This design comes from an exercise in tuning for small area on the open sky130 flow, not from production work. The RTL was checked by simulation tests, not by an equivalence proof against the original design. Power figures rest on the tool's default switching activity, not on a simulated workload.

==> inputs of branch willow <==
## keep_talk_beeper
module keep_talk_beeper(
	input  clk,
	input  rst,
	input  en_rick,
	input  en_wrong,
	input  en_correct,
	input  en_cong,
	output beep_rick,
	output beep_wrong,
	output beep_correct,
	output beep_cong
);
	reg [4:0] kcnt;
	reg clk_khz;
	wire kwrap = (kcnt == 5'd23);
	wire rise = kwrap & ~clk_khz;
	wire fall = kwrap & clk_khz;
	always @(posedge clk)
		if (rst) begin kcnt <= 5'd0; clk_khz <= 1'b0; end
		else if (kwrap) begin kcnt <= 5'd0; clk_khz <= ~clk_khz; end
		else kcnt <= kcnt + 1'b1;
	wire [8:0] now_rick, now_cong;
	wire [4:0] rom_t;
	wire [3:0] rom_l;
	score_rom      SR(.addr(kwrap ? now_cong : now_rick), .t(rom_t), .l(rom_l));
	player         C2(.beep(beep_rick),    .clk(clk), .rst(rst), .enable(en_rick),    .rise(rise), .fall(fall),
	                  .now(now_rick), .rom_t(rom_t), .rom_l(rom_l));
	player_wrong   CB(.beep(beep_wrong),   .clk(clk), .rst(rst), .enable(en_wrong),   .rise(rise), .fall(fall));
	player_correct CC(.beep(beep_correct), .clk(clk), .rst(rst), .enable(en_correct), .rise(rise), .fall(fall));
	player_cong    CD(.beep(beep_cong),    .clk(clk), .rst(rst), .enable(en_cong),    .rise(rise), .fall(fall),
	                  .now(now_cong), .rom_t(rom_t), .rom_l(rom_l));
endmodule
export LEC_CHECK = 0
export ABC_AREA = 1
export CAP_MARGIN = 20
export CORE_MARGIN = 2
export CORE_UTILIZATION = 40
export SLEW_MARGIN = 20
create_clock -name core_clock -period 10.0 [get_ports {clk}]
run.sh (not shown) runs the stock make flow with config.mk's settings and CLKGATE_MAP_FILE= SYNTH_SCRIPT=/design/flow/synth_recipe.tcl, a recipe that flattens the netlist after the stock synthesis.
==> branch maple (differences from branch willow) <==
==> flow/design.v (replaced) <==
module player(
	output reg beep,
	input clk, rst, enable, rise, fall
);
	reg [8:0] now;
	reg [9:0] lengh;
	reg [3:0] tcode;
	reg [5:0] count;
	reg beep_enable;
	reg [3:0] rom_t;
	reg [2:0] rom_l;
	reg [9:0] lim;
	reg [5:0] tval;
	localparam [2379:0] SCORE = 2380'h454d2044255982424889422149350e84911284e3366248894254d2044255982424889422149350e84911284e3366248894254d2044255982424889422149350e84911284e3366248894254d20442559824248894221493366c4911284e336624889427181800208281080222406181830698182054e3230600004420828102012410a000820a04200040c3030e1c00442082810200024821400006880820200022a6902212acc1212444a110a49a8742488942719b312444a12a6902040255982424889422d493366c4911284e33662488942718180020828101511a6060c1820c0c150469818306110820a0408000920850000182020828102011c7001c201441408100012512acc1020a040222404a14294e146105cb43888e1422404a14294e146105cb43888e14;
	localparam [79:0] LIMS = 80'hf02d05a1e01e0f0;
	localparam [95:0] TVALS = 96'h1f6e0b37969c40;
	always @(*) begin
		{rom_t, rom_l} = SCORE[now*7 +: 7];
		lim = LIMS[rom_l*10 +: 10];
		tval = TVALS[tcode*6 +: 6];
	end
	always @(posedge clk)
		if (rst) tcode <= 4'd2;
		else if (fall) tcode <= rom_t;
	always @(posedge clk)
		if (rst || ~enable) begin
			beep_enable <= enable;
			now <= 0;
			lengh <= 0;
		end else if (rise) begin
			beep_enable <= 1'b1;
			if (lengh > lim) begin
				lengh <= 0;
				if (now != 9'd339) now <= now + 1'b1;
			end else
				lengh <= lengh + 1'b1;
		end
	always @(posedge clk)
		if (rst) begin count <= 0; beep <= 1'b0; end
		else if (tcode == 0) beep <= 1'b0;
		else if (beep_enable) begin
			if (count > tval) begin
				count <= 0;
				beep <= ~beep;
			end else
				count <= count + 1'b1;
		end else
			beep <= 1'b0;
endmodule
module player_wrong(
	output reg beep,
	input clk, rst, enable, rise, fall
);
	reg [1:0] now;
	reg [8:0] lengh;
	reg [1:0] tcode;
	reg [5:0] count;
	reg beep_enable;
	reg [1:0] rom_t;
	reg [0:0] rom_l;
	reg [8:0] lim;
	reg [5:0] tval;
	localparam [8:0] SCORE = 9'h62;
	localparam [17:0] LIMS = 18'h3c078;
	localparam [23:0] TVALS = 24'h29940;
	always @(*) begin
		{rom_t, rom_l} = SCORE[now*3 +: 3];
		lim = LIMS[rom_l*9 +: 9];
		tval = TVALS[tcode*6 +: 6];
	end
	always @(posedge clk)
		if (rst) tcode <= 2'd2;
		else if (fall) tcode <= rom_t;
	always @(posedge clk)
		if (rst || ~enable) begin
			beep_enable <= enable;
			now <= 0;
			lengh <= 0;
		end else if (rise) begin
			beep_enable <= 1'b1;
			if (lengh > lim) begin
				lengh <= 0;
				if (now != 2'd2) now <= now + 1'b1;
			end else
				lengh <= lengh + 1'b1;
		end
	always @(posedge clk)
		if (rst) begin count <= 0; beep <= 1'b0; end
		else if (tcode == 0) beep <= 1'b0;
		else if (beep_enable) begin
			if (count > tval) begin
				count <= 0;
				beep <= ~beep;
			end else
				count <= count + 1'b1;
		end else
			beep <= 1'b0;
endmodule
module player_correct(
	output reg beep,
	input clk, rst, enable, rise, fall
);
	reg [2:0] now;
	reg [8:0] lengh;
	reg [2:0] tcode;
	reg [6:0] count;
	reg beep_enable;
	reg [2:0] rom_t;
	reg [1:0] rom_l;
	reg [8:0] lim;
	reg [6:0] tval;
	localparam [39:0] SCORE = 40'h190123214;
	localparam [35:0] LIMS = 36'h781e078;
	localparam [55:0] TVALS = 56'ha69c55c88d80;
	always @(*) begin
		{rom_t, rom_l} = SCORE[now*5 +: 5];
		lim = LIMS[rom_l*9 +: 9];
		tval = TVALS[tcode*7 +: 7];
	end
	always @(posedge clk)
		if (rst) tcode <= 3'd6;
		else if (fall) tcode <= rom_t;
	always @(posedge clk)
		if (rst || ~enable) begin
			beep_enable <= enable;
			now <= 0;
			lengh <= 0;
		end else if (rise) begin
			beep_enable <= 1'b1;
			if (lengh > lim) begin
				lengh <= 0;
				if (now != 3'd7) now <= now + 1'b1;
			end else
				lengh <= lengh + 1'b1;
		end
	always @(posedge clk)
		if (rst) begin count <= 0; beep <= 1'b0; end
		else if (tcode == 0) beep <= 1'b0;
		else if (beep_enable) begin
			if (count > tval) begin
				count <= 0;
				beep <= ~beep;
			end else
				count <= count + 1'b1;
		end else
			beep <= 1'b0;
endmodule
module player_cong(
	output reg beep,
	input clk, rst, enable, rise, fall
);
	reg [8:0] now;
	reg [10:0] lengh;
	reg [4:0] tcode;
	reg [6:0] count;
	reg beep_enable;
	reg [4:0] rom_t;
	reg [3:0] rom_l;
	reg [10:0] lim;
	reg [6:0] tval;
	localparam [3491:0] SCORE = 3492'h1094644021044a63011044421120840a223281c8222108904686331844421120894644021044a63011044421120840a223281c8222108904686331844421120894644021044a63011044421120840a223281c8222108904686331844421120894644021044a63011044421120840a223198cc2221089046863318444211208d0c030000404050081000842200c0c030180c8c030100946862180c00000210404050080400444081400010101402040000806060181c0e00021040405008040000222040a000000c84010100400002128c880420894c6022088842241081444650390444211208d0c663088842241128c8804020044a6301104442112084ca223198cc2221089046863318444211208d0c030000404050080148432300c06030101806025010c8c030180c0841010140201000008881028000003010040405008040043438000e04009080a0100800004450894c602010140200210880224120914682430304e2641a108682410880224120914682430304e2641a1086824032040c81032040c81032040c81002040c8103a200ca1032840ca10110a020020ac5a291012c9a20058a45c2f101249c20048bc62321;
	localparam [175:0] LIMS = 176'h7d0064051e02d02d07803c0f0;
	localparam [223:0] TVALS = 224'h1f373ec57649f8a6299236816374aa5880;
	always @(*) begin
		{rom_t, rom_l} = SCORE[now*9 +: 9];
		lim = LIMS[rom_l*11 +: 11];
		tval = TVALS[tcode*7 +: 7];
	end
	always @(posedge clk)
		if (rst) tcode <= 5'd2;
		else if (fall) tcode <= rom_t;
	always @(posedge clk)
		if (rst || ~enable) begin
			beep_enable <= enable;
			now <= 0;
			lengh <= 0;
		end else if (rise) begin
			beep_enable <= 1'b1;
			if (lengh > lim) begin
				lengh <= 0;
				if (now != 9'd387) now <= now + 1'b1;
			end else
				lengh <= lengh + 1'b1;
		end
	always @(posedge clk)
		if (rst) begin count <= 0; beep <= 1'b0; end
		else if (tcode == 0) beep <= 1'b0;
		else if (beep_enable) begin
			if (count > tval) begin
				count <= 0;
				beep <= ~beep;
			end else
				count <= count + 1'b1;
		end else
			beep <= 1'b0;
endmodule
module keep_talk_beeper(
	input  clk,
	input  rst,
	input  en_rick,
	input  en_wrong,
	input  en_correct,
	input  en_cong,
	output beep_rick,
	output beep_wrong,
	output beep_correct,
	output beep_cong
);
	reg [4:0] kcnt;
	reg clk_khz;
	wire kwrap = (kcnt == 5'd23);
	wire rise = kwrap & ~clk_khz;
	wire fall = kwrap & clk_khz;
	always @(posedge clk)
		if (rst) begin kcnt <= 5'd0; clk_khz <= 1'b0; end
		else if (kwrap) begin kcnt <= 5'd0; clk_khz <= ~clk_khz; end
		else kcnt <= kcnt + 1'b1;
	player         C2(.beep(beep_rick),    .clk(clk), .rst(rst), .enable(en_rick),    .rise(rise), .fall(fall));
	player_wrong   CB(.beep(beep_wrong),   .clk(clk), .rst(rst), .enable(en_wrong),   .rise(rise), .fall(fall));
	player_correct CC(.beep(beep_correct), .clk(clk), .rst(rst), .enable(en_correct), .rise(rise), .fall(fall));
	player_cong    CD(.beep(beep_cong),    .clk(clk), .rst(rst), .enable(en_cong),    .rise(rise), .fall(fall));
endmodule
==> summary.txt <==
Total power: branch willow is smaller than branch maple (about 5%). Routed wire length: branch maple is larger than branch willow (39%). Sequential power: branch maple is lower than branch willow (5.4%). Between branch willow and branch maple, the lower critical path depth is in branch maple (gap 7). Against branch willow, the area after synthesis of branch maple is higher by 21%.
==> figures <==
quantity                                                                branch maple            branch willow
Number of flip-flops and latches in the synthesized netlist                      116                      123
Fraction of area in multi-input gates                                          66.4%                    61.1%
Filler cell count in the final layout                                           3215                     2696
Chip Height                                                                   180 µm                   164 µm
Switching fraction of total power                                              21.5%                    24.0%
DRT iter0 DRCs                                                                  1672                     1138
Result of the run                                            complete, no violations  complete, no violations
Total placed instance area                                                 12600 µm²                10500 µm²
Endpoint of the worst register-to-register path                            CD.now[0]                CD.now[7]
Number of rows in the core area                                                   64                       58
Final Routed Wirelength                                                      44.8 mm                  32.3 mm

## afterwards: timing with drivers on the ports
No port has a modelled driver above. Below, the same layouts with a new extraction and two added sets of constraints.
Step 1 (the two cells are an assumption about what drives the block):
set clk [get_ports {clk}]
set_driving_cell -lib_cell sky130_fd_sc_hd__clkbuf_16 $clk
set_driving_cell -lib_cell sky130_fd_sc_hd__buf_2 [delete_from_list [all_inputs] $clk]
Step 2 adds t to the input delays and takes it off the output delays; t is the mean of the earliest and latest rising clock arrival at the registers after step 1. Input paths then give back, and output paths get back, about the clock's delay inside the block.
Three values: ideal, step 1, step 2; two values: the first two.
run	t, ns	slack for setup (ns)	worst register clock-pin slew, ns
branch willow	0.461	4.232 / 4.232 / 4.232	0.06 / 0.06
branch maple	0.463	5.124 / 5.124 / 5.124	0.06 / 0.06
After both steps setup and hold are still met in every run listed.
